From an optimization exercise on the open Yosys and OpenROAD flow, aimed at small area; shortcuts taken in it are not production practice. The RTL was checked by simulation tests, not by an equivalence proof against the original design. The flow treats the clock pin as an ideal source. Dropping or thinning the clock tree relies on that and would not hold on a real chip. Power and IR drop assume default switching activity.

## uart
module uart #(
    parameter BYTE=8,
    parameter CLK_FRQ=100000000,  
    parameter BAUD_RATE=115200    
) (
    input logic clk,
    input logic areset,
    input logic data_in_rx,
    output logic tx_done,
    output logic tx_busy, 
    output logic rx_open,
    output logic rx_valid,
    output logic [BYTE-1:0] rx_saved,
    output logic data_out
);
    tx #(.CLK_FRQ(CLK_FRQ), .BAUD_RATE(BAUD_RATE)) uart_tx(
        .clk(clk),
        .areset(areset),
        .data_loaded(rx_valid),
        .data_in(rx_saved),
        .data_out(data_out),
        .tx_done(tx_done),
        .tx_busy(tx_busy)
    );
    rx #(.CLK_FRQ(CLK_FRQ), .BAUD_RATE(BAUD_RATE), .BYTE(BYTE)) uart_rx (
        .clk(clk),
        .areset(areset),
        .data_in(data_in_rx),
        .rx_open(rx_open),
        .rx_valid(rx_valid),
        .rx_saved(rx_saved)
    );
endmodule
Size: roughly 150 cells after synthesis, ~55 flip-flops, ~16 I/O pins, ~1800 sq um of cells after synthesis.
==> module rx, before the edit <==
module rx #(
    parameter CLK_FRQ=100000000,  
    parameter BAUD_RATE=115200,   
    parameter BYTE=8
) (
    input logic clk,
    input logic areset,
    input logic data_in,
    output logic rx_open,
    output logic rx_valid,
    output logic [BYTE-1:0] rx_saved
);
    logic prev_data_in;
    logic data_in_val;
    always_ff @(posedge clk) begin
        prev_data_in <= data_in;
        data_in_val <= (!data_in && prev_data_in);
    end
    localparam logic [9:0] QPOL = 10'h073;
    localparam logic [9:0] Q_TICK = 10'h221;
    logic [9:0] qs;
    logic [9:0] q;
    logic [9:0] q_step;
    logic ld;
    assign q = qs ^ QPOL;
    assign q_step = {q[8], ~q[9] & ~ld,
                     q[6] & ~ld, q[5], ~(q[7] ^ q[6]) & ~ld,
                     q[3] & ~ld, q[2], q[1] & ~ld, q[0], ~(q[4] ^ q[2]) & ~ld};
    logic q_zero;            
    assign q_zero = (q == Q_TICK);
    logic b, o, v;
    logic [8:0] buf_q;
    logic a, tick, full;
    assign a    = b & (buf_q[8] | ~o);
    assign tick = a & q_zero;
    assign full = buf_q[0];
    assign ld = ~b | v | (tick & full);
    always_ff @(posedge clk) begin
        qs <= q_step ^ QPOL;
        if (!a || (q_zero && !full))
            buf_q <= {a ? data_in : q_zero, buf_q[8:1]};
    end
    always_ff @(posedge clk) begin
        if (areset)
            b <= 1'b0;
        else if (!b)
            b <= data_in_val;
        else
            b <= !(v || (tick && full && !data_in));
    end
    always_ff @(posedge clk or posedge areset) begin
        if (areset) begin
            o <= 1'b1;
            v <= 1'b0;
            rx_saved <= '0;
        end else begin
            if (!b) begin
                o <= 1'b1;
                v <= 1'b0;
            end else begin
                o <= v || (o && !tick);
                v <= v || (tick && full && data_in);
            end
            if (b && v)
                rx_saved <= buf_q[8:1];
        end
    end
    assign rx_open  = o;
    assign rx_valid = v & ~b;
endmodule
==> module tx, before the edit <==
module tx #(
    parameter CLK_FRQ=100000000,  
    parameter BAUD_RATE=115200  
) (
    input logic clk,
    input logic areset,
    input logic data_loaded,
    input logic [7:0] data_in,
    output logic data_out,
    output logic tx_done,
    output logic tx_busy
);
    localparam logic [9:0] QPOL = 10'h018;
    logic [9:0] qs;
    logic [9:0] q;
    assign q = qs ^ QPOL;
    logic tick;
    assign tick = (q == 10'h000);
    always_ff @(posedge clk) begin
        qs <= {q[8], ~q[9] & ~areset,
               q[6:5], ~(q[7] ^ q[6]) & ~areset,
               q[3], q[2] & ~areset, q[1:0], ~(q[4] ^ q[2]) & ~areset} ^ QPOL;
    end
    logic req;
    logic       mk;          
    logic [7:0] sd;          
    localparam logic [7:0] DPOL = 8'haa;
    logic [7:0] sds;
    assign sd = sds ^ DPOL;
    logic [8:0] sr;
    assign sr = {mk, sd};
    logic empty;
    assign empty = (sr == 9'd0);
    logic idle;
    assign idle = ~tx_busy & ~sr[8];
    always_ff @(posedge clk) begin
        if (areset) begin
            req <= 1'b0;
            mk <= 1'b0;
        end else begin
            req <= data_loaded || (req && !(tick && idle));
            if (tick)
                mk <= !tx_busy && (mk || req);
        end
    end
    always_ff @(posedge clk or posedge areset) begin
        if (areset) begin
            tx_busy <= 1'b0;
            tx_done <= 1'b0;
            data_out <= 1'b1;
        end else if (tick) begin
            tx_busy <= tx_busy ? !empty : mk;
            data_out <= tx_busy ? (empty || sd[0]) : !mk;
            if (tx_busy && empty)
                tx_done <= 1'b1;
            else if (idle && req)
                tx_done <= 1'b0;
        end
    end
    always_ff @(posedge clk) begin
        if (tick && (tx_busy || !mk))
            sds <= (sr[8:1] | ({8{req && !tx_busy}} & data_in)) ^ DPOL;
    end
endmodule
clock: 10.0 ns
lec_check: 0
cap_margin: 20
core_margin: 2
core_utilization: 55
slew_margin: 20
standard.sh (not shown) runs the stock make flow with config.mk's settings and CLKGATE_MAP_FILE= SYNTH_SCRIPT=/design/flow/synth_recipe.tcl, a recipe that flattens the netlist after the stock synthesis.
==> flow/flow/run.sh <==
#!/bin/bash
# The standard layout (the standard.sh), with these changes:
#  - synthesis: the standard synthesis script, but abc maps the logic with
#    each of the area-oriented scripts abc_*.script and keeps the smallest
#    result (synth_wrap.tcl); registers are untouched;
#  - the port buffers are buf_1 cells (the smallest buffer);
#  - the resizer may swap cells of other footprints (MATCH_CELL_FOOTPRINT=0)
#    and recovers power (RECOVER_POWER=100), which downsizes gates that the
#    timing does not need;
#  - clock tree: cts.tcl drives the registers from three inv_6 cells, each at
#    the centre of a third of the registers (split along x), fed by one inv_2
#    root inverter on clk, so each register sees clk through two inverters;
#    a leaf whose registers' clock slew (placement estimate) is over 115 ps
#    is upsized to inv_8.
# Each step's full log is under orfs/logs; make's output is in standard.log.
set -euo pipefail
F=$PWD/flow
mkdir -p abc_stats
export ABC_STAT_DIR=$PWD/abc_stats
export ABC_SCRIPTS="$(ls $F/abc_*.script | tr '\n' ' ')"
printf 'source %s\nsource %s\n' "$F/synth_wrap.tcl" "$PWD/synth_recipe.tcl" > my_synth.tcl
sed -e "s#SYNTH_SCRIPT=[^ ]*#SYNTH_SCRIPT=$PWD/my_synth.tcl MATCH_CELL_FOOTPRINT=0 RECOVER_POWER=100#" standard.sh > my_standard.sh
grep -q "SYNTH_SCRIPT=$PWD/my_synth.tcl" my_standard.sh
export BUFFER_PORTS_ARGS="-buffer_cell sky130_fd_sc_hd__buf_1"
export PRE_CTS_TCL=$F/cts.tcl
export ROOT_INV=sky130_fd_sc_hd__inv_2 LEAF_INV=sky130_fd_sc_hd__inv_6 ONE_CLK_N=3
export LEAF_SLEW_LIMIT=0.115 LEAF_INV_BIG=sky130_fd_sc_hd__inv_8
bash my_standard.sh > standard.log 2>&1
Other scripts of this flow, unchanged in this note and not shown: flow/flow/abc_a1.script, flow/flow/abc_a8.script, flow/flow/abc_b1.script, flow/flow/abc_b2.script, flow/flow/abc_c2.script, flow/flow/abc_c3.script, flow/flow/cts.tcl, flow/flow/synth_wrap.tcl
Then changed:
--- a/flow/design.v
+++ b/flow/design.v
@@ -15,31 +15,28 @@
     logic data_in_val;
     always_ff @(posedge clk) begin
         prev_data_in <= data_in;
         data_in_val <= (!data_in && prev_data_in);
     end
-    localparam logic [9:0] QPOL = 10'h073;
-    localparam logic [9:0] Q_TICK = 10'h221;
+    localparam logic [9:0] QPOL = 10'h04a;
     logic [9:0] qs;
     logic [9:0] q;
     logic [9:0] q_step;
-    logic ld;
     assign q = qs ^ QPOL;
-    assign q_step = {q[8], ~q[9] & ~ld,
-                     q[6] & ~ld, q[5], ~(q[7] ^ q[6]) & ~ld,
-                     q[3] & ~ld, q[2], q[1] & ~ld, q[0], ~(q[4] ^ q[2]) & ~ld};
-    logic q_zero;            
-    assign q_zero = (q == Q_TICK);
+    assign q_step = {q[8], ~q[9],
+                     q[6:5], ~(q[7] ^ q[6]),
+                     q[3:0], ~(q[4] ^ q[2])};
+    logic q_zero;
+    assign q_zero = (q == 10'h000);
     logic b, o, v;
     logic [8:0] buf_q;
     logic a, tick, full;
     assign a    = b & (buf_q[8] | ~o);
     assign tick = a & q_zero;
     assign full = buf_q[0];
-    assign ld = ~b | v | (tick & full);
     always_ff @(posedge clk) begin
-        qs <= q_step ^ QPOL;
+        qs <= (b ? q_step : 10'h190) ^ QPOL;
         if (!a || (q_zero && !full))
             buf_q <= {a ? data_in : q_zero, buf_q[8:1]};
     end
     always_ff @(posedge clk) begin
         if (areset)
@@ -80,11 +77,11 @@
     input logic [7:0] data_in,
     output logic data_out,
     output logic tx_done,
     output logic tx_busy
 );
-    localparam logic [9:0] QPOL = 10'h018;
+    localparam logic [9:0] QPOL = 10'h0b5;
     logic [9:0] qs;
     logic [9:0] q;
     assign q = qs ^ QPOL;
     logic tick;
     assign tick = (q == 10'h000);
After rerunning: Hold slack is better by 11 ps. Flip-flop and latch count stays the same. Wire length rises by 2.6%. Design area rises by about 0.8%. Clock power went down by about 7%. Worst setup slack is worse by 47 ps. Total power goes down by 5.4%. Synthesized area rises by 0.89%.
No run of this note takes its clock network from TritonCTS; it comes from the design's own scripts or RTL.

static timing again, ports no longer ideal:
In the flow no input, the clock included, has a driving cell. The finished layouts below were timed again as built, in two steps.
Step 1 sets driving cells, clkbuf_16 on the clock port and buf_2 on the other inputs (assumed; they add their load-dependent delay and slew).
Step 2 times the ports against the registers' clock, not the clock port: input delays grow and output delays shrink by t, the midpoint of the rising clock arrivals with the driver on.
Slacks: ideal ports / drivers / drivers and shift; pairs: ideal ports / drivers.
| run | t (ns) | setup slack, ns | worst setup path after step 2 | clock arrival spread, ns |
|---|---|---|---|---|
| the first run | 0.252 | 7.028 / 7.001 / 7.030 | input to register | 0.007 / 0.006 |
| the second run | 0.246 | 6.981 / 6.953 / 6.925 | input to register | 0.015 / 0.016 |
After both steps every run listed still meets setup and hold. The setup slack of the second run, which loses most, moves by -0.028 ns with the drivers and by -0.056 ns with both steps.
